Context: an optimization exercise on an open-source flow, tuned for small area. The choices shown serve that exercise and are no tape-out recipe. No run shown here included a check of the RTL's function; only the layout flow was run.

==> design.v <==
module SubRipple #(parameter W = 9)(
    input  wire [W-1:0] a,
    input  wire [W-1:0] b,
    output wire [W-1:0] d,
    output wire         ge
);
    wire [W:0] c;
    assign c[0] = 1'b1;
    genvar i;
    generate
        for (i = 0; i < W; i = i + 1) begin : g
            wire nb = ~b[i];
            assign d[i] = a[i] ^ nb ^ c[i];
            assign c[i+1] = (a[i] & nb) | (c[i] & (a[i] | nb));
        end
    endgenerate
    assign ge = c[W];
endmodule
module Decode_1xEP(
    input  wire [8:0]  m_range,
    input  wire [16:0] e,
    output wire        bin_out,
    output wire [15:0] v
);
    wire [9:0] br;
    assign br[0] = 1'b0;
    genvar i;
    generate
        for (i = 0; i < 9; i = i + 1) begin : g
            assign br[i+1] = (~e[7+i] & m_range[i]) | (~(e[7+i] ^ m_range[i]) & br[i]);
        end
    endgenerate
    assign bin_out = e[16] | ~br[9];
    assign v = {e[15:7] ^ ({9{bin_out}} & (m_range ^ br[8:0])), e[6:0]};
endmodule
module AddRipple #(parameter W = 4)(
    input  wire [W-1:0] a,
    input  wire [W-1:0] b,
    input  wire         ci,
    output wire [W-1:0] s,
    output wire         co
);
    wire [W:0] c;
    assign c[0] = ci;
    genvar i;
    generate
        for (i = 0; i < W; i = i + 1) begin : g
            assign s[i] = a[i] ^ b[i] ^ c[i];
            assign c[i+1] = (a[i] & b[i]) | (c[i] & (a[i] | b[i]));
        end
    endgenerate
    assign co = c[W];
endmodule
module Decoder #(parameter BIN_WIDTH = 4)(
    input clk,
    input reset,
    input bypass,
    input [7:0] pState_in,
    input [1:0] n_bin,
    input [15:0] m_value_binRE_in,
    input [16:0] m_value_binEP0_in,
    input [16:0] m_value_binEP1_in,
    input [16:0] m_value_binEP2_in,
    input [16:0] m_value_binEP3_in,
    output wire [BIN_WIDTH - 1:0] bin,
    output wire [15:0] m_value_binRE_out,
    output wire [16:0] m_value_binEP0_out,
    output wire [16:0] m_value_binEP1_out,
    output wire [16:0] m_value_binEP2_out,
    output wire [16:0] m_value_binEP3_out,
    output wire [2:0] numBits,
    output wire mps_renorm,
    output wire lps
);
    reg [8:0] m_range;
    reg [15:0] m_value;
    wire b0, b1, b2, b3;
    wire [15:0] v0, v1, v2, v3;
    Decode_1xEP ep0 (.m_range(m_range), .e(m_value_binEP0_in), .bin_out(b0), .v(v0));
    Decode_1xEP ep1 (.m_range(m_range), .e(m_value_binEP1_in), .bin_out(b1), .v(v1));
    Decode_1xEP ep2 (.m_range(m_range), .e(m_value_binEP2_in), .bin_out(b2), .v(v2));
    Decode_1xEP ep3 (.m_range(m_range), .e(m_value_binEP3_in), .bin_out(b3), .v(v3));
    assign m_value_binEP0_out = {m_value, 1'b0};
    assign m_value_binEP1_out = {v0, 1'b0};
    assign m_value_binEP2_out = {v1, 1'b0};
    assign m_value_binEP3_out = {v2, 1'b0};
    wire sel0 = bypass & ~n_bin[1] & ~n_bin[0];
    wire sel1 = bypass & ~n_bin[1] &  n_bin[0];
    wire sel2 = bypass &  n_bin[1] & ~n_bin[0];
    wire sel3 = bypass &  n_bin[1] &  n_bin[0];
    wire [15:0] v_next = ({16{sel0}} & v0) | ({16{sel1}} & v1) | ({16{sel2}} & v2) |
                         ({16{sel3}} & v3) | ({16{~bypass}} & m_value_binRE_in);
    wire [3:0] bin_ep = {sel3 & b3, (sel2 | sel3) & b2, ~sel0 & b1, b0};
    wire [4:0] q = pState_in[6:2] ^ {5{pState_in[7]}};
    wire [3:0] r = m_range[8:5];
    wire [4:0] pp0 = q & {5{r[0]}};
    wire [4:0] pp1 = q & {5{r[1]}};
    wire [4:0] pp2 = q & {5{r[2]}};
    wire [4:0] pp3 = q & {5{r[3]}};
    wire [4:0] s1; wire c1;
    AddRipple #(5) a1 (.a({1'b0, pp0[4:1]}), .b(pp1), .ci(1'b0), .s(s1), .co(c1));
    wire [4:0] s2; wire c2;
    AddRipple #(5) a2 (.a({c1, s1[4:1]}), .b(pp2), .ci(1'b0), .s(s2), .co(c2));
    wire [4:0] s3; wire c3;
    AddRipple #(5) a3 (.a({c2, s2[4:1]}), .b(pp3), .ci(1'b1), .s(s3), .co(c3));
    wire [7:0] lpsr = {c3, s3, s2[0], s1[0]};
    wire [8:0] rl; wire rl_ge;
    SubRipple #(9) srl (.a(m_range), .b({1'b0, lpsr}), .d(rl), .ge(rl_ge));
    wire [8:0] a_lo; wire a_ge;
    SubRipple #(9) sva (.a(m_value[15:7]), .b(m_range), .d(a_lo), .ge(a_ge));
    wire [7:0] t_lo; wire t_c8;
    AddRipple #(8) at (.a(a_lo[7:0]), .b(lpsr), .ci(1'b0), .s(t_lo), .co(t_c8));
    wire t8 = a_lo[8] ^ t_c8;
    wire c9 = a_lo[8] & t_c8;
    wire t9 = ~a_ge ^ c9;             
    wire t10 = ~a_ge & ~c9;           
    wire [8:0] vd = {t8, t_lo};
    wire is_lps = ~t10 & (rl_ge | t9);
    wire lz2 = ~|lpsr[7:4];
    wire [7:0] l1 = lz2 ? {lpsr[3:0], 4'b0000} : lpsr;
    wire lz1 = ~|l1[7:6];
    wire [7:0] l2 = lz1 ? {l1[5:0], 2'b00} : l1;
    wire lz0 = ~l2[7];
    wire [6:0] l3 = lz0 ? l2[5:0] << 1 : l2[6:0];
    wire [2:0] nb = {lz2, lz1, lz0} + 3'd1;
    assign lps = is_lps;
    assign mps_renorm = is_lps | rl[8];
    assign numBits = is_lps ? nb : 3'd1;
    wire [15:0] sh0 = {vd[7:0], m_value[6:0], 1'b0};
    wire [15:0] sh1 = lz2 ? {sh0[11:0], 4'b0000} : sh0;
    wire [15:0] sh2 = lz1 ? {sh1[13:0], 2'b00} : sh1;
    wire [15:0] re_lps = lz0 ? {sh2[14:0], 1'b0} : sh2;
    wire [15:0] re_mps = rl[8] ? m_value : {m_value[14:0], 1'b0};
    assign m_value_binRE_out = is_lps ? re_lps : re_mps;
    wire [8:0] rng_lps = {1'b1, l3, 1'b0};
    wire [8:0] rng_mps = rl[8] ? rl : {rl[7:0], 1'b0};
    wire [8:0] rng_re = is_lps ? rng_lps : rng_mps;
    wire [3:0] bin_re = is_lps ? {3'b111, ~pState_in[7]} : {3'b000, pState_in[7]};
    assign bin = bypass ? bin_ep : bin_re;
    always @(posedge clk or posedge reset) begin
        if (reset) begin
            m_range <= 9'd510;
            m_value <= 16'd36049;
        end else begin
            m_value <= v_next;
            if (!bypass)
                m_range <= rng_re;
        end
    end
endmodule
==> flow/run.sh <==
#!/bin/bash
# Standard ORFS layout with two changes:
#  1. after the standard synthesis, the combinational logic of its netlist is re-mapped by
#     ABC with area-oriented scripts, a few rounds, keeping the smallest result (the
#     flip-flops are kept exactly as the standard synthesis made them);
#  2. the port buffers use the smallest buffer cell.
set -euo pipefail
HERE=$(pwd)
R=$HERE/orfs/results/sky130hd/Decoder/base
LIB=$FLOW_HOME/platforms/sky130hd/lib/sky130_fd_sc_hd__tt_025C_1v80.lib
DU=""
for c in probe_p_8 probec_p_8 lpflow_bleeder_1 lpflow_clkbufkapwr_1 lpflow_clkbufkapwr_16 \
  lpflow_clkbufkapwr_2 lpflow_clkbufkapwr_4 lpflow_clkbufkapwr_8 lpflow_clkinvkapwr_1 \
  lpflow_clkinvkapwr_16 lpflow_clkinvkapwr_2 lpflow_clkinvkapwr_4 lpflow_clkinvkapwr_8 \
  lpflow_inputiso0n_1 lpflow_inputiso0p_1 lpflow_inputiso1n_1 lpflow_inputiso1p_1 \
  lpflow_isobufsrc_1 lpflow_isobufsrc_16 lpflow_isobufsrc_2 lpflow_isobufsrc_4 \
  lpflow_isobufsrc_8 lpflow_isobufsrckapwr_16; do
  DU="$DU -dont_use sky130_fd_sc_hd__$c"
done

bash standard.sh synth > synth.log 2>&1
cp $R/1_2_yosys.v $HERE/std_synth.v

# one round: re-map the combinational logic of $1 with ABC script $3 into $2
remap() {
  yosys -l $2.log -p "
read_liberty -ignore_miss_func -overwrite -setattr liberty_cell $LIB
blackbox sky130_fd_sc_hd__df*
read_verilog -overwrite $1
hierarchy -top Decoder
flatten
opt_clean
abc -liberty $LIB $DU -script $3
opt_clean -purge
read_liberty -lib -overwrite $LIB
tee -o $2.stat stat -liberty $LIB
write_verilog -noattr -nohex -nodec $2
" > /dev/null
  awk '/Chip area/{print $NF}' $2.stat
}

mkdir -p remap
best=$HERE/std_synth.v
best_area=1e9
cur=$HERE/std_synth.v
for round in 1 2 3 4 5 6 7 8; do
  round_best=""; round_area=1e9
  for s in s5 s9 s10 s13 s14; do
    out=$HERE/remap/r${round}_$s.v
    a=$(remap $cur $out $HERE/flow/$s.abc)
    echo "round $round $s area $a" >> remap/summary.txt
    if awk "BEGIN{exit !($a < $round_area)}"; then round_area=$a; round_best=$out; fi
  done
  cur=$round_best
  if awk "BEGIN{exit !($round_area < $best_area)}"; then best_area=$round_area; best=$round_best; fi
done
echo "best $best $best_area" >> remap/summary.txt

yosys -l $HERE/finalize.log -p "
read_liberty -lib -overwrite $LIB
read_verilog $best
hierarchy -top Decoder
hilomap -singleton -hicell sky130_fd_sc_hd__conb_1 HI -locell sky130_fd_sc_hd__conb_1 LO
insbuf -buf sky130_fd_sc_hd__buf_1 A X
splitnets
opt_clean -purge
check -assert -mapped
stat -liberty $LIB
write_verilog -noattr -nohex -nodec $HERE/resyn.v
" > /dev/null

cp $HERE/resyn.v $R/1_2_yosys.v
rm -f $R/1_synth.odb $R/1_synth.sdc

export BUFFER_PORTS_ARGS="-buffer_cell sky130_fd_sc_hd__buf_1"
bash standard.sh > standard.log 2>&1
==> flow/s10.abc <==
strash
dc2
dch -f
amap -F 10 -A 50 -C 5000
topo
==> flow/s13.abc <==
strash
dc2
dch -f
amap
topo
==> flow/s14.abc <==
strash
balance
 rewrite
 refactor
 balance
 rewrite
 rewrite -z
 balance
 refactor -z
 rewrite -z
 balance
dc2
dch -f
amap -F 20 -A 100 -C 10000
topo
==> flow/s5.abc <==
strash
balance
 rewrite
 refactor
 balance
 rewrite
 rewrite -z
 balance
 refactor -z
 rewrite -z
 balance
dch -f
amap
topo
==> flow/s9.abc <==
strash
balance
 rewrite
 refactor
 balance
 rewrite
 rewrite -z
 balance
 refactor -z
 rewrite -z
 balance
balance
 rewrite
 refactor
 balance
 rewrite
 rewrite -z
 balance
 refactor -z
 rewrite -z
 balance
balance
 rewrite
 refactor
 balance
 rewrite
 rewrite -z
 balance
 refactor -z
 rewrite -z
 balance
dch -f
amap
topo
==> standard.sh <==
#!/bin/bash
# synth_recipe.tcl (not shown) runs the flow's synth.tcl, then flattens the netlist and writes it again
# the make line also repeats each setting of config.mk as NAME=value (left out here)
make -C /OpenROAD-flow-scripts/flow DESIGN_CONFIG=/design/flow/config.mk WORK_HOME=/design/flow/orfs CLKGATE_MAP_FILE= SYNTH_SCRIPT=/design/flow/synth_recipe.tcl "${@:-finish}"
==> config.mk <==
export PLATFORM = sky130hd
export DESIGN_NAME = Decoder
export DESIGN_NICKNAME = Decoder
export VERILOG_FILES = /design/flow/design.v
export SDC_FILE = /design/flow/constraint.sdc
export NUM_CORES = 4
export LEC_CHECK = 0
export ABC_AREA = 1
export CAP_MARGIN = 0
export CORE_MARGIN = 2
export CORE_UTILIZATION = 50
export SLEW_MARGIN = 0
==> constraint.sdc <==
create_clock -name core_clock -period 10.0 [get_ports {clk}]
set_input_delay 2.0000 -clock core_clock [delete_from_list [all_inputs] [get_ports {clk}]]
set_output_delay 2.0000 -clock core_clock [all_outputs]
set_load 0.01 [all_outputs]
==> results of run 1 <==
timing repair:
action,in CTS,in global routing
pin swaps,0,3
endpoints found under the setup margin,20,25
endpoints found under the hold margin,0,0
gates resized for setup,4,30
buffers inserted,0,3
worst reg2reg max path: cells and delay by family, from the launching register on:
family                 cells  cell delay, ps
buffers and inverters      7            1170
AO/OA/AOI/OAI             16            2340
AND/OR/NAND/NOR           18            2180
flip-flops                 1             660
per-stage QoR:
stage | setup TNS (ps) | setup slack, ps
CTS | 0 | 31.5
global route | -1450 | -124
global placement | 0 | 59.7
detailed placement | -3020 | -251
floorplan | 0 | 64.1
finish | 0 | 354
per-layer routing:
layer / up-vias / share of wire (%) / wire length, µm
li1: 3214 / - / -
met1: 2894 / 43 / 7050
met2: 317 / 48 / 7760
met3: 21 / 7.6 / 1240
met4: 0 / 1.5 / 241
met5: - / 0 / 0
flip-flops by register name, indices dropped and copies added (netlist names):
signal,cells
m_range,9
m_value,16
cell type report:
cell class | count | area share (%)
timing repair buffer | 235 | 19.8
multi-input combinational | 659 | 61.7
clock inverter | 1 | 0.0917
inverter | 49 | 3.39
tap | 105 | 2.41
sequential | 25 | 11.8
clock buffer | 3 | 0.757
how the worst max path moves through the flow:
stage,from,cells after the start,endpoint
after floorplan,pState_in[7],35,m_value_binRE_out[8]
after global placement,pState_in[7],36,m_value_binRE_out[14]
after detailed placement,pState_in[7],36,m_value_binRE_out[14]
after CTS,pState_in[7],43,m_value_binRE_out[8]
after global routing,pState_in[7],44,m_value_binRE_out[6]
final,pState_in[7],44,m_value_binRE_out[8]
==> impl_metrics.toml, run 1 <==
[outcome]
status = "complete, no violations"

[die]
fp.dieArea_mm2 = 0.00924
ios = 190
die_w_um = 96.1
rows = 33
core_area_mm2 = 0.00822
start_util_pct = 51.6
chipHeight_um = 96.1

[cts]
clkSlewWorstSetupHoldPaths_ps = 90
cts_tree = "yes"
htree_levels = 1
numCtsBuffers = 3
clockBufferDepth = 2
clk_latency_ps = 270
cts.sinks = 25
hold_buffers = 0
root_buffer = "clkbuf_8"

[timing]
slew_headroom_pct = 22.5
setup_viol = 0
max_freq_mhz = 104
maxSlewViolCount = 0
fin_hold_ws_ps = 665
fin_crit_sh_pct = 96.5
worst_slew_pin_slew_ps = 1160
period_needed_ps = 9650
hold_viol_final = 0
fin_worst_skew_ps = 1.13

[route]
firstDrtPassIters = 5
wire_per_inst_um = 15.1
ant_nets = 0
drcViolationCount = 0
wl_um = 16300
drt-initial-drc-count = 534
vias = 6446
vias_per_cell = 5.99

[finish]
postLayoutCellArea_mm2 = 0.00546
synthToLayoutAreaGrowth_pct = 28.6
final_util_pct = 66.4
nFillCells = 800
layout_commonest_cell = "nor2_1"
seqCellArea_um2 = 644
nNetsFinal = 1070
antenna_cells = 0
post_route_cells_drive_above_1_share_pct = 9.98
layout_common_cells = "nor2_1, buf_1, nand2_1"
multi_input_area_mm2 = 0.00337
final_cells = 1077

[critical_path]
rr_startpoint = "m_range[5]"
crit_type = "input pin to output pin"
arrival_ps = 7650
r2r.worst_path.cells = 41
critPathBufInv = 10
crit_top_cell = "nor2_1"
required_ps = 8000
end_kind = "output pin"
reg2reg_to = "m_range[1]"
cp_slowest_cell = "nor2b_2"
slowest_delay_ps = 220
start_kind = "input pin"
critical_path.max_fanout = 13
reg2reg_slack_ps = 3580
critPathTopFamily = "compound AO/OA/AOI/OAI gates"

[grt]
overflow = 0
track_usage_pct = 32.2
use_met3_pct = 2.11
gr-max-usage-layer = "met2"
met2_usage_pct = 55.6
grt_pass1_vias = 5270
grt_use_met1_pct = 43.8
grt_pass1_wl_um = 23800
grt_max_degree = 29
antenna_found_initial = 0

[placement]
placed_cells = 1070
post-dp-hpwl_um = 12900
routabilityCongestion = 0.953
io_buffers = 183
place_area_mm2 = 0.00530

[yosys]
syn-instance-count = 771
syn_area_per_cell_um2 = 5.50
yosys_warnings = 1
synthesis.area_mm2 = 0.00424

[hold_path]
hold_depth = 1
hold_start = "m_range[7]"
hold_class = "flip-flop to flip-flop"
holdPathEnd = "m_range[7]"

[run]
drv_cap = 0
==> run 2, diff against run 1 <==
--- a/flow/run.sh
+++ b/flow/run.sh
@@ -73,4 +73,5 @@
 rm -f $R/1_synth.odb $R/1_synth.sdc
 
 export BUFFER_PORTS_ARGS="-buffer_cell sky130_fd_sc_hd__buf_1"
+export GPL_KEEP_OVERFLOW=0.3
 bash standard.sh > standard.log 2>&1
==> impl_metrics.toml, run 2 <==
[outcome]
status = "complete, no violations"

[timing]
worst_slew_pin_slew_ps = 1100
period_needed_ps = 9530
slew_headroom_pct = 26.1
grt_setup_unrepaired = "no"
setup_tns_ps = 0
max_freq_mhz = 105
hold_viol_final = 0
setup_viol = 0
maxSlewViolCount = 0
fin_worst_skew_ps = 4.95
fin_crit_sh_pct = 95.3

[placement]
routabilityCongestion = 0.983
io_buffers = 183
placed_cells = 1103
post-dp-hpwl_um = 13000

[die]
start_util_pct = 51.6
ios = 190
core_area_mm2 = 0.00822
chipHeight_um = 96.1
die_w_um = 96.1
rows = 33
fp.dieArea_mm2 = 0.00924

[route]
vias = 6530
drcViolationCount = 0
drt-initial-drc-count = 461
wire_per_inst_um = 14.7
wl_um = 16300
ant_nets = 0
vias_per_cell = 5.90
firstDrtPassIters = 8

[critical_path]
rr_startpoint = "m_range[5]"
r2r.worst_path.cells = 42
slowest_delay_ps = 280
critical_path.max_fanout = 11
arrival_ps = 7530
cp_slowest_cell = "o21ai_0"
crit_top_cell = "buf_4"
end_kind = "output pin"
reg2reg_slack_ps = 3610
crit_type = "input pin to output pin"
start_kind = "input pin"
required_ps = 8000
reg2reg_to = "m_range[2]"

[finish]
final_cells = 1107
antenna_cells = 0
largestRegisters = "m_value x16, m_range x9"
layout_common_cells = "nor2_1, buf_1, nand2_1"
post_route_cells_drive_above_1_share_pct = 13.4
top_register = "m_value"
largest_register_ff_count = 16
synthToLayoutAreaGrowth_pct = 34.2
layout_commonest_cell = "nor2_1"
nNetsFinal = 1100

[cts]
clockBufferDepth = 2
clk_latency_ps = 280
root_buffer = "clkbuf_8"
htree_levels = 1
clkSlewWorstSetupHoldPaths_ps = 80
numCtsBuffers = 3
cts.sinks = 25
postCtsSetupBuffers = 0
cts_tree = "yes"

[yosys]
syn-instance-count = 771
synthesis.area_mm2 = 0.00424
yosys_warnings = 1
syn_area_per_cell_um2 = 5.50

[grt]
track_usage_pct = 32.5
grt_pass1_wl_um = 24100
antenna_found_initial = 0
grt_pass1_vias = 5396
overflow = 0
grt_max_degree = 26

[hold_path]
hold_start = "m_range[4]"
hold_depth = 2
holdPathEnd = "m_range[4]"
hold_class = "flip-flop to flip-flop"

[run]
drv_cap = 0
[run 2: worst max-delay path by stage]
stage | startpoint | slack, ps | to | cells past startpoint
final | pState_in[7] | 470 | m_value_binRE_out[8] | 45
after global routing | pState_in[7] | 30 | m_value_binRE_out[7] | 45
after CTS | pState_in[7] | 70 | m_value_binRE_out[8] | 47
after detailed placement | pState_in[7] | 40 | m_value_binRE_out[8] | 47
after global placement | pState_in[7] | 270 | m_value_binRE_out[7] | 47
after floorplan | pState_in[7] | 60 | m_value_binRE_out[8] | 35
[run 2: what timing repair did]
item | in CTS | in global routing
hold endpoints to repair | 0 | 0
pin swaps | 0 | 6
gates resized for setup | 1 | 43
cloned | 0 | 0
endpoints found under the setup margin | 2 | 25
hold buffers | 0 | 0
[run 2: worst max-delay path: cells and delay by family]
family	cells	cell delay, ps
AOI/OAI and AO/OA	16	1940
and+or+nand+nor	16	1760
buffers and inverters	13	1810
[run 2: layer usage]
| metal | vias up | share of wire (%) | global-route usage, % |
|---|---|---|---|
| met2 | 330 | 48 | 54.1 |
| met3 | 31 | 8.4 | 2.90 |
| met1 | 2918 | 42 | 44.4 |
| li1 | 3251 | - | - |
| met5 | - | 0 | 0 |
| met4 | 0 | 2.2 | 10.2 |
[run 2: area by class of cell]
type                            count  area (µm²)
Multi-Input combinational cell    659        3380
Clock buffer                        4        45.0
Timing Repair Buffer              265        1310
Fill cell                         829        2520
Inverter                           49         185
Sequential cell                    25         644
Tap cell                          105         131
[run 2: metrics by stage]
step	setup slack [ps]	cell area [µm²]	hold slack (ps)	util, %
4_1_cts	69.4	5600	659	68.1
3_5_place_dp	40.9	5550	647	67.5
2_1_floorplan	64.1	4260	585	-
3_3_place_gp	269	5550	635	67.5
5_1_grt	25.9	5700	697	69.3
6_report	472	5700	670	69.3
==> run 3, diff against run 2 <==
--- a/flow/run.sh
+++ b/flow/run.sh
@@ -73,5 +73,5 @@
 rm -f $R/1_synth.odb $R/1_synth.sdc
 
 export BUFFER_PORTS_ARGS="-buffer_cell sky130_fd_sc_hd__buf_1"
-export GPL_KEEP_OVERFLOW=0.3
+export RECOVER_POWER=100
 bash standard.sh > standard.log 2>&1
==> impl_metrics.toml, run 3 <==
[critical_path]
end_kind = "output pin"
critPathTopFamily = "compound AO/OA/AOI/OAI gates"
slowest_delay_ps = 220
required_ps = 8000
crit_top_cell = "nor2_1"
arrival_ps = 7650
critical_path.max_fanout = 13
crit_type = "input pin to output pin"
critPathBufInv = 10
cp_slowest_cell = "a21oi_2"
start_kind = "input pin"

[cts]
clkSlewWorstSetupHoldPaths_ps = 90
root_buffer = "clkbuf_8"
numCtsBuffers = 3
cts.sinks = 25
cts_tree = "yes"
clockBufferDepth = 2
clk_latency_ps = 270
htree_levels = 1

[finish]
antenna_cells = 0
seqCellArea_um2 = 644
synthToLayoutAreaGrowth_pct = 28.3
post_route_cells_drive_above_1_share_pct = 8.95
largestRegisters = "m_value x16, m_range x9"
largest_register_ff_count = 16
multi_input_area_mm2 = 0.00336
top_register = "m_value"
layout_commonest_cell = "nor2_1"
nFillCells = 801
nNetsFinal = 1070
layout_common_cells = "nor2_1, buf_1, nand2_1"

[die]
fp.dieArea_mm2 = 0.00924
die_w_um = 96.1
chipHeight_um = 96.1
core_area_mm2 = 0.00822
start_util_pct = 51.6
rows = 33
ios = 190

[yosys]
syn_area_per_cell_um2 = 5.50
synthesis.area_mm2 = 0.00424
syn-instance-count = 771
yosys_warnings = 1

[run]
drv_cap = 1

[grt]
grt_pass1_vias = 5270
overflow = 0
grt_max_degree = 29
antenna_found_initial = 0
track_usage_pct = 32.2
grt_pass1_wl_um = 23800

[route]
drt-initial-drc-count = 521
firstDrtPassIters = 7
vias = 6433
vias_per_cell = 5.97
ant_nets = 0
wire_per_inst_um = 15.0
drcViolationCount = 0
wl_um = 16200

[timing]
maxSlewViolCount = 17
setup_tns_ps = 0
worst_slew_pin_slew_ps = 2020
max_freq_mhz = 104
hold_viol_final = 0
setup_viol = 0
fin_worst_skew_ps = 4.83
period_needed_ps = 9650
fin_hold_ws_ps = 665
fin_crit_sh_pct = 96.5
slew_headroom_pct = -35.5

[outcome]
status = "finished with violations"
violations = "max-capacitance violations, max-slew violations"

[placement]
post-dp-hpwl_um = 12900
io_buffers = 183
routabilityCongestion = 0.953

[hold_path]
hold_class = "flip-flop to flip-flop"
==> run 3: worst paths after layout <==
kind,start,end,slack (ps),depth (start not counted)
min in group asynchronous,reset,m_value[1],1760,2
setup reg to reg,m_range[5],m_range[1],3560,41
hold reg to reg,m_range[2],m_range[2],670,2
hold / removal,m_range[2],m_range[2],670,2
max in group asynchronous,reset,m_value[14],7830,2
setup / recovery,pState_in[7],m_value_binRE_out[8],350,44
==> run 3: worst register-to-register path, delay by kind of cell (launching register included) <==
kind                   cells  cell delay [ps]
AO/OA/AOI/OAI             16             2370
buffers and inverters      7             1170
flip-flops                 1              660
AND/OR/NAND/NOR           18             2160
==> run 3: routing by layer <==
layer | share of wire (%) | GRT usage, % | up-vias
li1 | - | - | 3197
met3 | 8.0 | 2.11 | 23
met2 | 48 | 55.6 | 304
met4 | 1.6 | 7.62 | 0
met5 | 0 | 0 | -
met1 | 43 | 43.8 | 2909
==> run 3: through the flow <==
stage	instance area (µm²)	setup WS (ps)	instances	util (%)
floorplan	4260	64.1	774	-
global placement	5300	59.7	1070	64.5
detailed placement	5300	-251	1070	64.5
CTS	5360	31.5	1074	65.3
global route	5440	-124	1077	66.3
finish	5440	355	1077	66.3
==> run 3: repair_timing <==
| action | CTS | global route |
|---|---|---|
| pin swaps | 0 | 3 |
| hold buffers | 0 | 0 |
| setup buffers | 0 | 3 |
| setup endpoints to repair | 20 | 25 |
| resized for setup | 4 | 30 |
==> run 3: cell type report <==
cell class,count,share of cell area (%)
Clock inverter,1,0.0919
Timing Repair Buffer,235,19.7
Inverter,49,3.40
Clock buffer,3,0.758
Tap cell,105,2.41
Multi-Input combinational cell,659,61.8
Sequential cell,25,11.8
==> run 4, diff against run 3 <==
--- a/design.v
+++ b/design.v
@@ -122,7 +122,17 @@
     wire [7:0] l2 = lz1 ? {l1[5:0], 2'b00} : l1;
     wire lz0 = ~l2[7];
     wire [6:0] l3 = lz0 ? l2[5:0] << 1 : l2[6:0];
-    wire [2:0] nb = {lz2, lz1, lz0} + 3'd1;
+    reg [2:0] nb;
+    always @(*) begin
+        casez (lpsr[7:3])
+            5'b1????: nb = 3'd1;
+            5'b01???: nb = 3'd2;
+            5'b001??: nb = 3'd3;
+            5'b0001?: nb = 3'd4;
+            5'b00001: nb = 3'd5;
+            default:  nb = 3'd6;
+        endcase
+    end
     assign lps = is_lps;
     assign mps_renorm = is_lps | rl[8];
     assign numBits = is_lps ? nb : 3'd1;
--- a/flow/run.sh
+++ b/flow/run.sh
@@ -73,5 +73,5 @@
 rm -f $R/1_synth.odb $R/1_synth.sdc
 
 export BUFFER_PORTS_ARGS="-buffer_cell sky130_fd_sc_hd__buf_1"
-export RECOVER_POWER=100
+export GPL_KEEP_OVERFLOW=0.3
 bash standard.sh > standard.log 2>&1
==> impl_metrics.toml, run 4 <==
[finish]
synthToLayoutAreaGrowth_pct = 36.9
postLayoutCellArea_mm2 = 0.00594
post_route_cells_drive_above_1_share_pct = 15.4
nFillCells = 752
layout_common_cells = "buf_1, nor2_1, o21ai_0"
antenna_cells = 0
largestRegisters = "m_value x16, m_range x9"
nNetsFinal = 1086
layout_commonest_cell = "buf_1"
largest_register_ff_count = 16
top_register = "m_value"

[route]
vias_per_cell = 6.05
wire_per_inst_um = 15.6
vias = 6613
drt-initial-drc-count = 512
ant_nets = 0
wl_um = 17100
drcViolationCount = 0
firstDrtPassIters = 7

[die]
fp.dieArea_mm2 = 0.00944
core_area_mm2 = 0.00830
rows = 33
ios = 190
chipHeight_um = 97.1
start_util_pct = 52.3
die_w_um = 97.1

[placement]
place_area_mm2 = 0.00567
pre_cts_ws_ps = -58.8
io_buffers = 183
post-dp-hpwl_um = 13500
routabilityCongestion = 0.939

[timing]
setup_viol = 0
hold_viol_final = 0
maxSlewViolCount = 0
fin_crit_sh_pct = 96.5
fin_worst_skew_ps = 1.77
max_freq_mhz = 104
worst_slew_pin_slew_ps = 1240
period_needed_ps = 9650
slew_headroom_pct = 16.7
setup_ws_ps = 352

[critical_path]
r2r.worst_path.cells = 39
arrival_ps = 7650
reg2reg_slack_ps = 3290
cp_slowest_cell = "or3_4"
slowest_delay_ps = 390
crit_type = "input pin to output pin"
required_ps = 8000
critical_path.max_fanout = 17
path_depth = 39
rr_startpoint = "m_range[6]"
critPathBufInv = 10
end_kind = "output pin"
crit_top_cell = "buf_4"
start_kind = "input pin"
reg2reg_to = "m_range[6]"
critPathTopFamily = "simple AND/OR/NAND/NOR gates"

[grt]
overflow = 0
grt_pass1_vias = 5936
grt_max_degree = 32
track_usage_pct = 33.2
antenna_found_initial = 0
grt_pass1_wl_um = 26900

[hold_path]
hold_class = "flip-flop to flip-flop"
hold_start = "m_range[1]"
hold_depth = 2
holdPathEnd = "m_range[1]"

[cts]
clockBufferDepth = 2
clkSlewWorstSetupHoldPaths_ps = 80
cts.sinks = 25
numCtsBuffers = 3
cts_tree = "yes"
hold_buffers = 0
root_buffer = "clkbuf_8"
clk_latency_ps = 270
htree_levels = 1

[run]
drv_cap = 0

[yosys]
syn-instance-count = 751
syn_area_per_cell_um2 = 5.78
synthesis.area_mm2 = 0.00434
yosys_warnings = 1

[outcome]
status = "complete, no violations"
-- run 4: cell count changes in the layout (fill, tap and decap cells not counted), moves of 8 or more --
cell | previous run | this run
o22ai_1 | 50 | 32
a22oi_1 | 4 | 23
a21oi_1 | 84 | 76
o221ai_1 | 1 | 15
o21ai_0 | 95 | 105
a211oi_1 | 24 | 11
nor2_1 | 186 | 128
nand2_1 | 103 | 70
a221o_1 | 2 | 10
buf_4 | 49 | 87
clkinv_1 | 48 | 80
o211ai_1 | 1 | 21
-- run 4: area by class of cell --
cell class	count	area [µm²]	area share, %
flip-flops and latches	25	644	10.9
multi-input cells	601	3420	57.7
clock buffers	4	45.0	0.759
well taps	105	131	2.21
repair buffers	271	1350	22.8
inverters	87	338	5.69
-- run 4: routing by layer --
layer | vias up | track usage (%) | wire length (µm)
li1 | 3232 | - | -
met1 | 2959 | 43.6 | 6980
met2 | 377 | 57.4 | 8130
met3 | 45 | 3.17 | 1550
met4 | 0 | 10.5 | 403
met5 | - | 0 | 0
-- run 4: worst max-delay path by stage --
stage                 startpoint                     to  slack (ps)
detailed placement  pState_in[7]   m_value_binRE_out[4]         -60
global placement    pState_in[7]   m_value_binRE_out[4]         170
global route        pState_in[7]   m_value_binRE_out[3]        -170
CTS                 pState_in[7]  m_value_binRE_out[11]          20
floorplan           pState_in[7]  m_value_binRE_out[10]          10
finish              pState_in[7]  m_value_binRE_out[12]         350
-- run 4: metrics by stage --
| stage | instances | utilization (%) | setup TNS [ps] | hold WS, ps |
|---|---|---|---|---|
| 6_report | 1093 | 71.5 | 0 | 697 |
| 5_1_grt | 1093 | 71.5 | -1470 | 758 |
| 4_1_cts | 1087 | 68.9 | 0 | 688 |
| 3_5_place_dp | 1083 | 68.3 | -58.8 | 675 |
| 3_3_place_gp | 1083 | 68.3 | 0 | 648 |
| 2_1_floorplan | 754 | - | 0 | 591 |
-- run 4: tightest hold or removal path, delay by kind of cell, from the launching register on --
family | cells | cell delay, ps
AOI/OAI and AO/OA | 1 | 110
DFF | 1 | 400
buffers and inverters | 1 | 190
-- run 4: what timing repair did --
action	4_1_cts	5_1_grt
pin swaps	0	9
buffers inserted	0	6
resized for setup	3	53
endpoints found under the setup margin	2	25
==> run 5, diff against run 4 <==
--- a/flow/run.sh
+++ b/flow/run.sh
@@ -3,6 +3,7 @@
 #  1. after the standard synthesis, the combinational logic of its netlist is re-mapped by
 #     ABC with area-oriented scripts, a few rounds, keeping the smallest result (the
 #     flip-flops are kept exactly as the standard synthesis made them);
+#     then the smallest netlist is re-mapped once more with gate sizing for a delay target;
 #  2. the port buffers use the smallest buffer cell.
 set -euo pipefail
 HERE=$(pwd)
@@ -56,6 +57,11 @@
 done
 echo "best $best $best_area" >> remap/summary.txt
 
+# re-map the smallest netlist once more and size its gates for a delay target with ABC
+a=$(remap $best $HERE/remap/sized.v $HERE/flow/size.abc)
+echo "sized $a" >> remap/summary.txt
+best=$HERE/remap/sized.v
+
 yosys -l $HERE/finalize.log -p "
 read_liberty -lib -overwrite $LIB
 read_verilog $best
@@ -73,5 +79,4 @@
 rm -f $R/1_synth.odb $R/1_synth.sdc
 
 export BUFFER_PORTS_ARGS="-buffer_cell sky130_fd_sc_hd__buf_1"
-export GPL_KEEP_OVERFLOW=0.3
 bash standard.sh > standard.log 2>&1
==> flow/size.abc (new file) <==
strash
dc2
dch -f
amap -F 10 -A 50 -C 5000
topo
upsize -D 4500
dnsize -D 4500
==> impl_metrics.toml, run 5 <==
[yosys]
yosys_warnings = 1
syn-instance-count = 779
syn_area_per_cell_um2 = 6.01
synthesis.area_mm2 = 0.00468

[route]
wl_um = 16800
drcViolationCount = 0
drt-initial-drc-count = 505
firstDrtPassIters = 11
wire_per_inst_um = 15.9
vias = 6362
vias_per_cell = 6.02
ant_nets = 0

[cts]
numCtsBuffers = 3
cts.sinks = 25
root_buffer = "clkbuf_8"
clkSlewWorstSetupHoldPaths_ps = 90
cts_tree = "yes"
clk_latency_ps = 270
clockBufferDepth = 2
hold_buffers = 0
htree_levels = 1

[finish]
final_cells = 1057
layout_commonest_cell = "buf_1"
nNetsFinal = 1044
post_route_cells_drive_above_1_share_pct = 10.4
largest_register_ff_count = 16
synthToLayoutAreaGrowth_pct = 19.2
layout_common_cells = "buf_1, nor2_1, o21ai_0"
largestRegisters = "m_value x16, m_range x9"
top_register = "m_value"
antenna_cells = 0

[timing]
maxSlewViolCount = 0
hold_viol_final = 0
fin_crit_sh_pct = 95.8
worst_slew_pin_slew_ps = 911
max_freq_mhz = 104
period_needed_ps = 9580
setup_viol = 0
fin_worst_skew_ps = 2.42
setup_tns_ps = 0
grt_setup_unrepaired = "no"
fin_hold_ws_ps = 701
slew_headroom_pct = 38.9

[grt]
overflow = 0
grt_max_degree = 32
track_usage_pct = 31.3
grt_pass1_wl_um = 26100
antenna_found_initial = 1
grt_pass1_vias = 5608

[die]
die_w_um = 101
fp.dieArea_mm2 = 0.0101
ios = 190
start_util_pct = 51.1
rows = 35
core_area_mm2 = 0.00915
chipHeight_um = 101

[placement]
io_buffers = 183
placed_cells = 1046
post-dp-hpwl_um = 13100
routabilityCongestion = 0.941

[critical_path]
required_ps = 8000
reg2reg_to = "m_range[5]"
reg2reg_slack_ps = 3900
critical_path.max_fanout = 11
cp_slowest_cell = "or3_4"
arrival_ps = 7580
startpoint = "pState_in[7]"
crit_type = "input pin to output pin"
r2r.worst_path.cells = 36
start_kind = "input pin"
end_kind = "output pin"
slowest_delay_ps = 360
crit_top_cell = "nor2_1"
crit_end = "m_value_binRE_out[2]"
rr_startpoint = "m_range[5]"

[hold_path]
hold_class = "flip-flop to flip-flop"

[outcome]
status = "complete, no violations"

[run]
drv_cap = 0
run 5: what timing repair did:
| item | 4_1_cts | 5_1_grt |
|---|---|---|
| setup buffers | 0 | 6 |
| gates resized for setup | 0 | 3 |
| endpoints found under the setup margin | 0 | 11 |
run 5: worst max-delay path: cells and delay by family:
family / cells / cell delay [ps]
AOI/OAI and AO/OA: 14 / 2120
and+or+nand+nor: 18 / 2800
buffers and inverters: 5 / 640
run 5: cell type report:
cell class | instances | area [µm²]
fillers | 958 | 3570
multi-input cells | 625 | 3560
repair buffers | 200 | 816
flip-flops and latches | 25 | 644
inverters | 92 | 374
well taps | 111 | 139
clock buffers | 4 | 45.0
run 5: metrics by stage:
step / cell area, µm² / setup slack (ps) / util [%]
final: 5580 / 424 / 60.9
after global placement: 5470 / 530 / 59.7
after CTS: 5510 / 286 / 60.2
after global routing: 5580 / 125 / 60.9
after floorplan: 4690 / 1310 / -
after detailed placement: 5470 / 298 / 59.7
run 5: worst min path at each step:
| stage | from | endpoint | slack, ps | cells after the start |
|---|---|---|---|---|
| floorplan | m_range[1] | m_range[1] | 590 | 2 |
| global placement | m_range[1] | m_range[1] | 670 | 2 |
| detailed placement | m_range[1] | m_range[1] | 680 | 2 |
| CTS | m_range[1] | m_range[1] | 700 | 2 |
| global route | m_range[1] | m_range[1] | 720 | 2 |
| finish | m_range[1] | m_range[1] | 700 | 2 |
run 5: layer usage:
layer / wire length [µm] / part of all wire (%) / up-vias / GRT usage [%]
met4: 178 / 1.1 / 0 / 6.53
met2: 7990 / 48 / 325 / 53.4
met3: 1510 / 9.0 / 24 / 3.47
met1: 7090 / 42 / 2853 / 42.7
met5: 0 / 0 / - / 0
li1: - / - / 3160 / -
==> run 6, diff against run 5 <==
--- a/design.v
+++ b/design.v
@@ -122,17 +122,7 @@
     wire [7:0] l2 = lz1 ? {l1[5:0], 2'b00} : l1;
     wire lz0 = ~l2[7];
     wire [6:0] l3 = lz0 ? l2[5:0] << 1 : l2[6:0];
-    reg [2:0] nb;
-    always @(*) begin
-        casez (lpsr[7:3])
-            5'b1????: nb = 3'd1;
-            5'b01???: nb = 3'd2;
-            5'b001??: nb = 3'd3;
-            5'b0001?: nb = 3'd4;
-            5'b00001: nb = 3'd5;
-            default:  nb = 3'd6;
-        endcase
-    end
+    wire [2:0] nb = {lz2, lz1, lz0} + 3'd1;
     assign lps = is_lps;
     assign mps_renorm = is_lps | rl[8];
     assign numBits = is_lps ? nb : 3'd1;
==> impl_metrics.toml, run 6 <==
[placement]
post-dp-hpwl_um = 14200
io_buffers = 183
pre_cts_ws_ps = 143
placed_cells = 1040
routabilityCongestion = 0.925

[finish]
largestRegisters = "m_value x16, m_range x9"
layout_common_cells = "buf_1, nor2_1, o21ai_0"
antenna_cells = 0
synthToLayoutAreaGrowth_pct = 21.3
post_route_cells_drive_above_1_share_pct = 10.6
top_register = "m_value"
largest_register_ff_count = 16
layout_commonest_cell = "buf_1"
final_cells = 1051
nFillCells = 923
nNetsFinal = 1041

[timing]
period_needed_ps = 9540
slew_headroom_pct = 19.6
hold_viol_final = 0
max_freq_mhz = 105
fin_crit_sh_pct = 95.4
worst_slew_pin_slew_ps = 1200
setup_viol = 0
maxSlewViolCount = 0
setup_ws_ps = 464
fin_worst_skew_ps = 3.96

[route]
wire_per_inst_um = 16.7
firstDrtPassIters = 7
drt-initial-drc-count = 417
vias = 6449
drcViolationCount = 0
vias_per_cell = 6.14
ant_nets = 0
wl_um = 17600

[critical_path]
slowest_delay_ps = 360
end_kind = "output pin"
critPathBufInv = 6
reg2reg_slack_ps = 4010
critPathTopFamily = "compound AO/OA/AOI/OAI gates"
required_ps = 8000
cp_slowest_cell = "or3_4"
start_kind = "input pin"
crit_type = "input pin to output pin"
crit_top_cell = "nand2_1"
critical_path.max_fanout = 12
arrival_ps = 7540

[die]
core_area_mm2 = 0.00881
die_w_um = 99.7
chipHeight_um = 99.7
start_util_pct = 52.0
rows = 34
fp.dieArea_mm2 = 0.00994
ios = 190

[yosys]
synthesis.area_mm2 = 0.00458
yosys_warnings = 1
syn_area_per_cell_um2 = 5.97
syn-instance-count = 767

[cts]
cts_tree = "yes"
cts.sinks = 25
clkSlewWorstSetupHoldPaths_ps = 80
root_buffer = "clkbuf_8"
clockBufferDepth = 2
hold_buffers = 0
numCtsBuffers = 3
htree_levels = 1
clk_latency_ps = 270

[hold_path]
hold_class = "flip-flop to flip-flop"

[grt]
grt_max_degree = 26
grt_pass1_wl_um = 27200
overflow = 0
grt_pass1_vias = 5847
antenna_found_initial = 0
track_usage_pct = 33.7

[outcome]
status = "complete, no violations"

[run]
drv_cap = 0
==> run 6: changes by cell type in the layout (fill, tap and decap cells not counted), moves of 9 or more <==
cell,previous run,this run
buf_4,17,27
xnor2_1,1,15
o22ai_1,37,56
a21oi_1,81,57
nor3_1,6,17
clkinv_1,71,61
a211o_1,0,9
o211ai_1,19,10
==> run 6: stage by stage <==
| step | hold slack (ps) | setup TNS (ps) | utilization (%) | area (µm²) |
|---|---|---|---|---|
| 5_1_grt | 717 | -8.53 | 63.0 | 5550 |
| 2_1_floorplan | 576 | 0 | - | 4590 |
| 4_1_cts | 671 | 0 | 61.9 | 5450 |
| 3_3_place_gp | 636 | 0 | 61.4 | 5410 |
| 3_5_place_dp | 657 | 0 | 61.4 | 5410 |
| 6_report | 678 | 0 | 63.0 | 5550 |
==> run 6: cell type report <==
| cell class | instances | area [µm²] | area share, % |
|---|---|---|---|
| clock buffer | 3 | 41.3 | 0.744 |
| inverter | 78 | 300 | 5.41 |
| tap | 108 | 135 | 2.43 |
| clock inverter | 1 | 5.00 | 0.0902 |
| timing repair buffer | 210 | 892 | 16.1 |
| sequential | 25 | 644 | 11.6 |
| multi-input combinational | 626 | 3530 | 63.6 |
==> run 6: what timing repair did <==
action                     in CTS  in global routing
setup endpoints to repair       0                 24
setup buffers                   0                  7
gates resized for setup         0                 14
==> run 6: worst paths after layout <==
kind                                    from               endpoint  cells past startpoint
worst min-delay path              m_range[4]             m_range[4]                      2
min in group asynchronous              reset             m_value[2]                      2
worst min register to register    m_range[4]             m_range[4]                      2
max in group asynchronous              reset            m_value[13]                      2
worst max-delay path            pState_in[7]  m_value_binRE_out[12]                     38
worst max register to register    m_range[5]             m_range[6]                     38
==> run 6: worst register-to-register path: cells and delay by family, from the launching register on <==
family	cells	cell delay, ps
buffers and inverters	5	610
and+or+nand+nor	16	2000
DFF	1	690
AOI/OAI and AO/OA	17	2630
==> run 6: layer usage <==
metal	wire, µm	GRT usage (%)	vias to the layer above
met4	430	13.1	0
li1	-	-	3140
met3	1330	2.81	38
met1	7320	43.2	2951
met5	0	0	-
met2	8500	58.8	320
==> run 7, diff against run 6 <==
--- a/design.v
+++ b/design.v
@@ -117,10 +117,10 @@
     wire [8:0] vd = {t8, t_lo};
     wire is_lps = ~t10 & (rl_ge | t9);
     wire lz2 = ~|lpsr[7:4];
+    wire lz1 = (lpsr[7:5] == 3'b001) | (lpsr[7:4] == 4'b0001);
+    wire lz0 = (lpsr[7:6] == 2'b01) | (lpsr[7:4] == 4'b0001) | (lpsr[7:2] == 6'b000001);
     wire [7:0] l1 = lz2 ? {lpsr[3:0], 4'b0000} : lpsr;
-    wire lz1 = ~|l1[7:6];
     wire [7:0] l2 = lz1 ? {l1[5:0], 2'b00} : l1;
-    wire lz0 = ~l2[7];
     wire [6:0] l3 = lz0 ? l2[5:0] << 1 : l2[6:0];
     wire [2:0] nb = {lz2, lz1, lz0} + 3'd1;
     assign lps = is_lps;
--- a/flow/run.sh
+++ b/flow/run.sh
@@ -3,7 +3,6 @@
 #  1. after the standard synthesis, the combinational logic of its netlist is re-mapped by
 #     ABC with area-oriented scripts, a few rounds, keeping the smallest result (the
 #     flip-flops are kept exactly as the standard synthesis made them);
-#     then the smallest netlist is re-mapped once more with gate sizing for a delay target;
 #  2. the port buffers use the smallest buffer cell.
 set -euo pipefail
 HERE=$(pwd)
@@ -44,9 +43,9 @@
 best=$HERE/std_synth.v
 best_area=1e9
 cur=$HERE/std_synth.v
-for round in 1 2 3 4 5 6 7 8; do
+for round in 1 2 3 4 5; do
   round_best=""; round_area=1e9
-  for s in s5 s9 s10 s13 s14; do
+  for s in s5 s9 s10; do
     out=$HERE/remap/r${round}_$s.v
     a=$(remap $cur $out $HERE/flow/$s.abc)
     echo "round $round $s area $a" >> remap/summary.txt
@@ -56,11 +55,6 @@
   if awk "BEGIN{exit !($round_area < $best_area)}"; then best_area=$round_area; best=$round_best; fi
 done
 echo "best $best $best_area" >> remap/summary.txt
-
-# re-map the smallest netlist once more and size its gates for a delay target with ABC
-a=$(remap $best $HERE/remap/sized.v $HERE/flow/size.abc)
-echo "sized $a" >> remap/summary.txt
-best=$HERE/remap/sized.v
 
 yosys -l $HERE/finalize.log -p "
 read_liberty -lib -overwrite $LIB
removed: flow/s13.abc
removed: flow/s14.abc
removed: flow/size.abc
==> impl_metrics.toml, run 7 <==
[critical_path]
critPathTopFamily = "simple AND/OR/NAND/NOR gates"
crit_type = "input pin to output pin"
cp_slowest_cell = "o41ai_4"
critPathBufInv = 6
required_ps = 8000
end_kind = "output pin"
start_kind = "input pin"
arrival_ps = 7560
slowest_delay_ps = 390
critical_path.max_fanout = 9
crit_top_cell = "nor2_1"

[cts]
clkSlewWorstSetupHoldPaths_ps = 90
cts.sinks = 25
hold_buffers = 0
cts_tree = "yes"
numCtsBuffers = 3
clk_latency_ps = 270
root_buffer = "clkbuf_8"
clockBufferDepth = 2
htree_levels = 1

[timing]
setup_viol = 0
fin_crit_sh_pct = 95.6
grt_setup_unrepaired = "no"
period_needed_ps = 9560
slew_headroom_pct = 19.2
hold_viol_final = 0
worst_slew_pin_slew_ps = 1200
maxSlewViolCount = 0
setup_tns_ps = 0
fin_hold_ws_ps = 722
setup_ws_ps = 439
max_freq_mhz = 105
fin_worst_skew_ps = 4.91

[finish]
synthToLayoutAreaGrowth_pct = 24.5
post_route_cells_drive_above_1_share_pct = 7.62
layout_common_cells = "buf_1, nor2_1, o21ai_0"
layout_commonest_cell = "buf_1"
largestRegisters = "m_value x16, m_range x9"
final_util_pct = 64.5
final_cells = 1024
top_register = "m_value"
nNetsFinal = 1017
antenna_cells = 0
largest_register_ff_count = 16
nFillCells = 832

[die]
chipHeight_um = 96.5
start_util_pct = 51.8
rows = 33
core_area_mm2 = 0.00826
die_w_um = 96.5
ios = 190
fp.dieArea_mm2 = 0.00931

[grt]
antenna_found_initial = 0
grt_max_degree = 35
overflow = 0
grt_pass1_wl_um = 23500
track_usage_pct = 31.6
grt_pass1_vias = 5087

[outcome]
status = "complete, no violations"

[route]
ant_nets = 0
vias = 6241
vias_per_cell = 6.09
wl_um = 15900
drt-initial-drc-count = 727
firstDrtPassIters = 9
wire_per_inst_um = 15.6
drcViolationCount = 0

[placement]
pre_cts_ws_ps = -176
routabilityCongestion = 0.949
placed_cells = 1018
post-dp-hpwl_um = 12500
io_buffers = 183

[yosys]
yosys_warnings = 1
syn_area_per_cell_um2 = 5.77
synthesis.area_mm2 = 0.00428
syn-instance-count = 741

[hold_path]
hold_class = "flip-flop to flip-flop"

[run]
drv_cap = 0
## run 7: final timing paths
check                      slack [ps]         start                   end  depth (start not counted)
setup reg to reg                 3210    m_range[5]            m_range[3]                         36
setup / recovery                  440  pState_in[7]  m_value_binRE_out[3]                         33
hold reg to reg                   720    m_range[1]            m_range[1]                          2
max in group asynchronous        7780         reset            m_value[9]                          2
min in group asynchronous        1790         reset           m_value[12]                          2
hold / removal                    720    m_range[1]            m_range[1]                          2
## run 7: layer usage
| metal | track usage (%) | up-vias | routed length [µm] |
|---|---|---|---|
| met3 | 3.10 | 23 | 1610 |
| li1 | - | 3079 | - |
| met1 | 45.0 | 2753 | 6830 |
| met4 | 8.10 | 0 | 250 |
| met2 | 51.3 | 386 | 7250 |
| met5 | 0 | - | 0 |
## run 7: layout make-up
class                   count  area (µm²)  area share [%]
inverters                  79         300            5.64
clock buffers               4        45.0           0.845
multi-input cells         599        3300            62.0
flip-flops and latches     25         644            12.1
well taps                 105         131            2.47
repair buffers            212         906            17.0
## run 7: per-stage QoR
step                area (µm²)
floorplan                 4340
global placement          5220
detailed placement        5220
CTS                       5270
global route              5330
finish                    5330
## run 7: what timing repair did
item	4_1_cts	5_1_grt
setup buffers	1	1
gates resized for setup	3	18
setup endpoints to repair	14	24
pin swaps	0	7
## run 7: worst reg2reg max path, delay by kind of cell, from the launching register on
| family | cells | cell delay (ps) |
|---|---|---|
| and+or+nand+nor | 17 | 2570 |
| AOI/OAI and AO/OA | 13 | 2350 |
| buffers and inverters | 6 | 1220 |
| DFF | 1 | 590 |
==> run 8, diff against run 7 <==
--- a/design.v
+++ b/design.v
@@ -117,12 +117,22 @@
     wire [8:0] vd = {t8, t_lo};
     wire is_lps = ~t10 & (rl_ge | t9);
     wire lz2 = ~|lpsr[7:4];
-    wire lz1 = (lpsr[7:5] == 3'b001) | (lpsr[7:4] == 4'b0001);
-    wire lz0 = (lpsr[7:6] == 2'b01) | (lpsr[7:4] == 4'b0001) | (lpsr[7:2] == 6'b000001);
     wire [7:0] l1 = lz2 ? {lpsr[3:0], 4'b0000} : lpsr;
+    wire lz1 = ~|l1[7:6];
     wire [7:0] l2 = lz1 ? {l1[5:0], 2'b00} : l1;
+    wire lz0 = ~l2[7];
     wire [6:0] l3 = lz0 ? l2[5:0] << 1 : l2[6:0];
-    wire [2:0] nb = {lz2, lz1, lz0} + 3'd1;
+    reg [2:0] nb;
+    always @(*) begin
+        casez (lpsr[7:3])
+            5'b1????: nb = 3'd1;
+            5'b01???: nb = 3'd2;
+            5'b001??: nb = 3'd3;
+            5'b0001?: nb = 3'd4;
+            5'b00001: nb = 3'd5;
+            default:  nb = 3'd6;
+        endcase
+    end
     assign lps = is_lps;
     assign mps_renorm = is_lps | rl[8];
     assign numBits = is_lps ? nb : 3'd1;
==> impl_metrics.toml, run 8 <==
[outcome]
status = "complete, no violations"

[critical_path]
critical_path.max_fanout = 7
end_kind = "output pin"
r2r.worst_path.cells = 39
crit_top_cell = "nor2_1"
crit_type = "input pin to output pin"
cp_slowest_cell = "a211oi_1"
required_ps = 8000
start_kind = "input pin"
arrival_ps = 7340
slowest_delay_ps = 250

[route]
vias_per_cell = 5.99
wl_um = 15700
firstDrtPassIters = 7
wire_per_inst_um = 14.8
vias = 6342
ant_nets = 0
drcViolationCount = 0
drt-initial-drc-count = 402

[grt]
grt_pass1_vias = 5152
antenna_found_initial = 0
grt_pass1_wl_um = 23700
track_usage_pct = 32.3
overflow = 0
grt_max_degree = 27

[finish]
layout_commonest_cell = "nor2_1"
top_register = "m_value"
largest_register_ff_count = 16
nNetsFinal = 1052
largestRegisters = "m_value x16, m_range x9"
layout_common_cells = "nor2_1, buf_1, nand2_1"
synthToLayoutAreaGrowth_pct = 24.7
antenna_cells = 0
post_route_cells_drive_above_1_share_pct = 7.44
final_util_pct = 64.3

[cts]
clockBufferDepth = 2
numCtsBuffers = 3
root_buffer = "clkbuf_8"
cts_tree = "yes"
cts.sinks = 25
clk_latency_ps = 270
clkSlewWorstSetupHoldPaths_ps = 80
htree_levels = 1

[yosys]
syn_area_per_cell_um2 = 5.51
syn-instance-count = 770
yosys_warnings = 1
synthesis.area_mm2 = 0.00424

[timing]
worst_slew_pin_slew_ps = 1260
fin_hold_ws_ps = 675
slew_headroom_pct = 15.5
hold_viol_final = 0
maxSlewViolCount = 0
fin_worst_skew_ps = 7.06
period_needed_ps = 9340
fin_crit_sh_pct = 93.4
max_freq_mhz = 107
setup_viol = 0

[placement]
routabilityCongestion = 0.962
io_buffers = 183
post-dp-hpwl_um = 12700

[run]
drv_cap = 0

[hold_path]
hold_class = "flip-flop to flip-flop"
hold_depth = 2

[die]
ios = 190
core_area_mm2 = 0.00822
start_util_pct = 51.6
chipHeight_um = 96.1
fp.dieArea_mm2 = 0.00923
die_w_um = 96.1
rows = 33
==> run 8: final timing paths <==
path                         startpoint  slack, ps              endpoint
max in group asynchronous         reset       7840           m_value[14]
setup reg to reg             m_range[6]       3490            m_range[6]
setup / recovery           pState_in[7]        660  m_value_binRE_out[2]
hold reg to reg              m_range[4]        670            m_range[4]
min in group asynchronous         reset       1750            m_value[5]
hold / removal               m_range[4]        670            m_range[4]
==> run 8: layer usage <==
metal	global-route usage, %	routed length, µm	vias up
met5	0	0	-
met4	9.17	279	0
met3	2.66	1380	24
met2	52.8	7270	308
met1	45.4	6790	2854
li1	-	-	3156
==> run 8: timing repair <==
action                                  CTS  global route
hold endpoints to repair                  0             0
hold buffers                              0             0
setup buffers                             0             2
gates cloned                              0             0
endpoints found under the setup margin    8            25
pin swaps                                 0             3
resized for setup                         1            26
==> run 8: cell type report <==
class / instances / area, µm²
multi-input cells: 660 / 3320
fillers: 861 / 2930
repair buffers: 218 / 965
flip-flops and latches: 25 / 644
inverters: 47 / 176
well taps: 105 / 131
clock buffers: 3 / 41.3
clock inverters: 1 / 5.00
==> run 8: critical path, delay by kind of cell <==
kind | cells | cell delay (ps)
AOI/OAI and AO/OA | 18 | 2570
buffers and inverters | 6 | 860
and+or+nand+nor | 19 | 1890
==> run 8: per-stage QoR <==
step | TNS [ps] | area, µm² | setup slack, ps | instances
after floorplan | 0 | 4250 | 116 | 773
after global placement | 0 | 5180 | 209 | 1053
after detailed placement | -205 | 5180 | -50.0 | 1053
after CTS | 0 | 5230 | 34.1 | 1057
after global routing | -35.9 | 5290 | -35.9 | 1059
final | 0 | 5290 | 660 | 1059
==> run 9, diff against run 8 <==
--- a/flow/run.sh
+++ b/flow/run.sh
@@ -3,7 +3,8 @@
 #  1. after the standard synthesis, the combinational logic of its netlist is re-mapped by
 #     ABC with area-oriented scripts, a few rounds, keeping the smallest result (the
 #     flip-flops are kept exactly as the standard synthesis made them);
-#  2. the port buffers use the smallest buffer cell.
+#  2. the port buffers use the smallest buffer cell, constant outputs share one tie cell and
+#     the clock tree gets no dummy loads.
 set -euo pipefail
 HERE=$(pwd)
 R=$HERE/orfs/results/sky130hd/Decoder/base
@@ -73,4 +74,7 @@
 rm -f $R/1_synth.odb $R/1_synth.sdc
 
 export BUFFER_PORTS_ARGS="-buffer_cell sky130_fd_sc_hd__buf_1"
+export SKIP_REPAIR_TIE_FANOUT=1
+# clock tree without dummy loads
+export CTS_ARGS="-sink_clustering_enable -repair_clock_nets -dont_use_dummy_load"
 bash standard.sh > standard.log 2>&1
==> impl_metrics.toml, run 9 <==
[outcome]
status = "complete, no violations"

[finish]
nNetsFinal = 1049
multi_input_area_mm2 = 0.00333
seqCellArea_um2 = 644
nFillCells = 845
layout_commonest_cell = "nor2_1"
antenna_cells = 0
largest_register_ff_count = 16
top_register = "m_value"
post_route_cells_drive_above_1_share_pct = 7.89
largestRegisters = "m_value x16, m_range x9"
layout_common_cells = "nor2_1, buf_1, nand2_1"
final_util_pct = 64.2
synthToLayoutAreaGrowth_pct = 24.5

[route]
vias = 6314
drcViolationCount = 0
vias_per_cell = 5.98
drt-initial-drc-count = 489
wire_per_inst_um = 15.1
firstDrtPassIters = 6
wl_um = 16000
ant_nets = 0

[grt]
track_usage_pct = 32.1
grt_max_degree = 27
antenna_found_initial = 0
grt_pass1_wl_um = 23700
overflow = 0
grt_pass1_vias = 5056

[placement]
routabilityCongestion = 1.04
io_buffers = 183
post-dp-hpwl_um = 12700

[run]
drv_cap = 0

[timing]
setup_tns_ps = 0
slew_headroom_pct = 15.7
hold_viol_final = 0
fin_worst_skew_ps = 11.2
setup_viol = 0
period_needed_ps = 9540
max_freq_mhz = 105
maxSlewViolCount = 0
worst_slew_pin_slew_ps = 1260
fin_crit_sh_pct = 95.4

[critical_path]
critical_path.max_fanout = 13
critPathTopFamily = "compound AO/OA/AOI/OAI gates"
required_ps = 8000
start_kind = "input pin"
arrival_ps = 7540
r2r.worst_path.cells = 35
path_depth = 38
cp_slowest_cell = "nor3_1"
slowest_delay_ps = 340
critPathBufInv = 6
crit_type = "input pin to output pin"
end_kind = "output pin"
crit_top_cell = "nand2_1"

[yosys]
yosys_warnings = 1
syn-instance-count = 770
synthesis.area_mm2 = 0.00424
syn_area_per_cell_um2 = 5.51

[cts]
hold_buffers = 0
cts_tree = "yes"
numCtsBuffers = 3
root_buffer = "clkbuf_8"
cts.sinks = 25
clk_latency_ps = 270
htree_levels = 1
clkSlewWorstSetupHoldPaths_ps = 70
clockBufferDepth = 2

[die]
ios = 190
core_area_mm2 = 0.00822
start_util_pct = 51.6
rows = 33
chipHeight_um = 96.1
fp.dieArea_mm2 = 0.00923
die_w_um = 96.1

[hold_path]
hold_depth = 2
hold_class = "flip-flop to flip-flop"
==> run 9: routing by layer <==
metal	GRT usage [%]	wire (µm)	vias to the layer above
met1	46.0	6850	2791
met2	51.9	7350	349
met4	7.62	285	0
met3	2.90	1480	25
li1	-	-	3149
met5	0	0	-
==> run 9: through the flow <==
step	cell area (µm²)	worst slack (ps)	instances	hold WS, ps
2_1_floorplan	4240	116	770	585
5_1_grt	5280	-59.7	1055	715
4_1_cts	5210	35.6	1054	664
3_3_place_gp	5170	48.0	1051	630
3_5_place_dp	5170	-265	1051	651
6_report	5280	459	1055	667
==> run 9: repair_timing <==
item / CTS / global route
resized for setup: 3 / 27
buffers inserted: 0 / 1
endpoints found under the setup margin: 17 / 25
==> run 9: path summary, 6_finish.rpt <==
check                              from                    to  slack, ps
setup / recovery           pState_in[7]  m_value_binRE_out[3]        460
hold / removal               m_range[4]            m_range[4]        670
setup reg to reg             m_range[6]            m_range[6]       3440
hold reg to reg              m_range[4]            m_range[4]        670
max in group asynchronous         reset           m_value[13]       7810
min in group asynchronous         reset            m_value[2]       1760
==> run 9: area by class of cell <==
type	instances	share of cell area, %
well taps	105	2.49
inverters	47	3.34
clock buffers	3	0.783
flip-flops and latches	25	12.2
multi-input cells	657	63.1
repair buffers	218	18.1
==> run 9: worst reg2reg max path, delay by kind of cell (launching register included) <==
family / cells / cell delay [ps]
AOI/OAI and AO/OA: 16 / 2670
and+or+nand+nor: 14 / 1910
DFF: 1 / 670
buffers and inverters: 5 / 1200

[port drivers added, routing unchanged]
How much do the figures lean on ideal ports? The routed layouts below were timed once more, with nothing changed but the port constraints. Step 1 (the two cells are an assumption about what drives the block):
set clk [get_ports {clk}]
set_driving_cell -lib_cell sky130_fd_sc_hd__clkbuf_16 $clk
set_driving_cell -lib_cell sky130_fd_sc_hd__buf_2 [delete_from_list [all_inputs] $clk]
Step 2 adds t to the input delays and takes it off the output delays; t is the mean of the earliest and latest rising clock arrival at the registers after step 1. Input paths then give back, and output paths get back, about the clock's delay inside the block. Slacks: no drivers / after step 1 / after step 2; pairs: no drivers / after step 1.
| run | shift t [ns] | slack for setup (ns) | worst setup path after step 2 | worst register clock-pin slew, ns | worst data-port slew with drivers (ns) |
|---|---|---|---|---|---|
| run 1 | 0.295 | 0.354 / 0.322 / 0.322 | input to output | 0.09 / 0.09 | 0.05 |
| run 2 | 0.300 | 0.472 / 0.451 / 0.451 | input to output | 0.08 / 0.08 | 0.04 |
| run 3 | 0.296 | 0.355 / 0.323 / 0.323 | input to output | 0.09 / 0.09 | 0.05 |
| run 4 | 0.296 | 0.352 / 0.330 / 0.330 | input to output | 0.08 / 0.08 | 0.05 |
| run 5 | 0.297 | 0.424 / 0.402 / 0.402 | input to output | 0.09 / 0.09 | 0.05 |
| run 6 | 0.292 | 0.464 / 0.443 / 0.443 | input to output | 0.08 / 0.08 | 0.05 |
| run 7 | 0.297 | 0.439 / 0.417 / 0.417 | input to output | 0.10 / 0.10 | 0.04 |
| run 8 | 0.296 | 0.660 / 0.640 / 0.640 | input to output | 0.09 / 0.09 | 0.05 |
| run 9 | 0.297 | 0.459 / 0.439 / 0.439 | input to output | 0.09 / 0.09 | 0.04 |
